Context: an optimization exercise on an open-source flow, tuned for small area, a short achievable clock period and few clock cycles per item. The choices shown serve that exercise and are no tape-out recipe.
Only simulation tests tie the RTL to the original design; equivalence was not proved.

==> inputs of 02-06 <==
Design divSqrtRecodedFloat64, start of the top module:
module divSqrtRecodedFloat64(input clk, input reset,
    output io_inReady_div,
    output io_inReady_sqrt,
    input  io_inValid,
    input  io_sqrtOp,
    input [64:0] io_a,
    input [64:0] io_b,
    input [1:0] io_roundingMode,
    output io_outValid_div,
    output io_outValid_sqrt,
    output[64:0] io_out,
    output[4:0] io_exceptionFlags
);
make LEC_CHECK=0 ABC_AREA=1 CAP_MARGIN=20 CORE_MARGIN=2 CORE_UTILIZATION=45 PLACE_DENSITY=0.6 SETUP_SLACK_MARGIN=5 SLEW_MARGIN=20 finish   # period 10.5 ns
run.sh (not shown) runs the stock make flow with config.mk's settings and CLKGATE_MAP_FILE= SYNTH_SCRIPT=/design/flow/synth_recipe.tcl, a recipe that flattens the netlist after the stock synthesis.
==> 04-01 (differences from 02-06) <==
ABC_AREA = not set   (was 1)
==> qor summary <==
Achievable frequency: 04-01 186 MHz; 02-06 179 MHz
Finished Cell Area: 04-01 63,600 um^2; 02-06 66,000 um^2
Clkbuf count: 04-01 87; 02-06 83
Core Util, Final: 04-01 50.7%; 02-06 50.2%
Count of cells along the worst register-to-register path: 04-01 17; 02-06 20
Post-layout net count: 04-01 7,187; 02-06 8,795
Worst-skew pair later-pin latency: 04-01 0.69 ns; 02-06 0.71 ns
First-pass detailed-route iteration total: 04-01 13; 02-06 6
Setup Fix Bufs, Post-CTS: 04-01 18; 02-06 16
Compound-gate portion of the synthesized area: 04-01 18.8%; 02-06 16.4%
Final clock period utilization by the worst path: 04-01 51.2%; 02-06 53.2%
Netlist area before placement: 04-01 56,800 um^2; 02-06 59,600 um^2
Fraction of met3 tracks used by global routing: 04-01 11.1%; 02-06 10.2%
Result of the run: 04-01 no timing/DRC/antenna violations; 02-06 no timing/DRC/antenna violations
Area of the placeable core: 04-01 125,000 um^2; 02-06 131,000 um^2
Mux cell area share after synthesis: 04-01 1.40%; 02-06 0.0168%
CTS buffer count: 04-01 69; 02-06 70
Final weighted congestion of routability-driven global placement: 04-01 1.02; 02-06 1.06
Net count after synthesis: 04-01 7,194; 02-06 8,803
Starting utilization of the core area: 04-01 45.3%; 02-06 45.4%
Met3 wire length: 04-01 32.4 mm; 02-06 34.7 mm
Minimum setup slack among reg-to-reg paths: 04-01 5.12 ns; 02-06 4.91 ns
Starting DRT DRC Count: 04-01 8,855; 02-06 9,143
Testbench counts of 02-06, summed over its fixed seeds: cycles 189,567, items 3,200.
Testbench counts of 04-01, summed over its fixed seeds: cycles 189,567, items 3,200.

==> yarrow: inputs <==
Starting RTL as in the previous note.
Settings: LEC_CHECK=0, CAP_MARGIN=20, CORE_MARGIN=2, CORE_UTILIZATION=45, PLACE_DENSITY=0.6, SETUP_SLACK_MARGIN=5, SLEW_MARGIN=20, TNS_END_PERCENT=0; clock period 10.5 ns.
==> inputs of harbor, as changes to yarrow <==
==> flow/flow/run.sh (new file) <==
#!/bin/bash
bash standard.sh SETUP_SLACK_MARGIN=6.5 finish > standard.log 2>&1
==> flow/standard.sh (new file) <==
#!/bin/bash
# synth_recipe.tcl (not shown) runs the flow's synth.tcl, then flattens the netlist and writes it again
# the make line also repeats each setting of config.mk as NAME=value (left out here)
make -C /OpenROAD-flow-scripts/flow DESIGN_CONFIG=/design/flow/config.mk WORK_HOME=/design/flow/orfs CLKGATE_MAP_FILE= SYNTH_SCRIPT=/design/flow/synth_recipe.tcl "${@:-finish}"
TNS_END_PERCENT = not set   (was 0)
removed: flow/run.sh
==> summary of the runs <==
- Against yarrow, the clock skew of harbor is higher by 6.5 ps.
- Final area: harbor is larger than yarrow (20%).
- In synthesized area, yarrow and harbor do not differ.
- Of harbor and yarrow, harbor has the higher maximum frequency (gap 8.8%, measured against yarrow).
- Of yarrow and harbor, harbor has the higher non-clock buffer count (gap 657).
- Wire length: harbor is higher than yarrow (about 13%).
Testbench counts of yarrow, summed over its fixed seeds: cycles 189,567, items 3,200.
Testbench counts of harbor, summed over its fixed seeds: cycles 189,567, items 3,200.

==> afterwards: timing with drivers on the ports <==
No port has a modelled driver above. Below, the same layouts with a new extraction and two added sets of constraints. Step 1: set_driving_cell puts a clkbuf_16 on clk and a buf_2 on each other input, an assumption about the parent block. Step 2, shift: input delay + t, output delay - t, t = (earliest + latest rising clock arrival at the registers) / 2. This alone moves slack from input paths to output paths. Slacks: ideal / step 1 / step 2; pairs: ideal / step 1.
run | t, ns | setup WS [ns] | worst setup path after step 2 | cell pins on the clock port's net
02-06 | 0.759 | 4.911 / 4.911 / 4.467 | input to register | 1
04-01 | 0.760 | 5.124 / 5.124 / 4.941 | input to register | 1
yarrow | 0.752 | 4.887 / 4.887 / 4.887 | register to register | 1
harbor | 0.769 | 5.343 / 5.343 / 5.343 | register to register | 1
After both steps every run listed still meets setup and hold. The setup slack of 02-06, which loses most, moves by 0.000 ns with the drivers and by -0.444 ns with both steps.
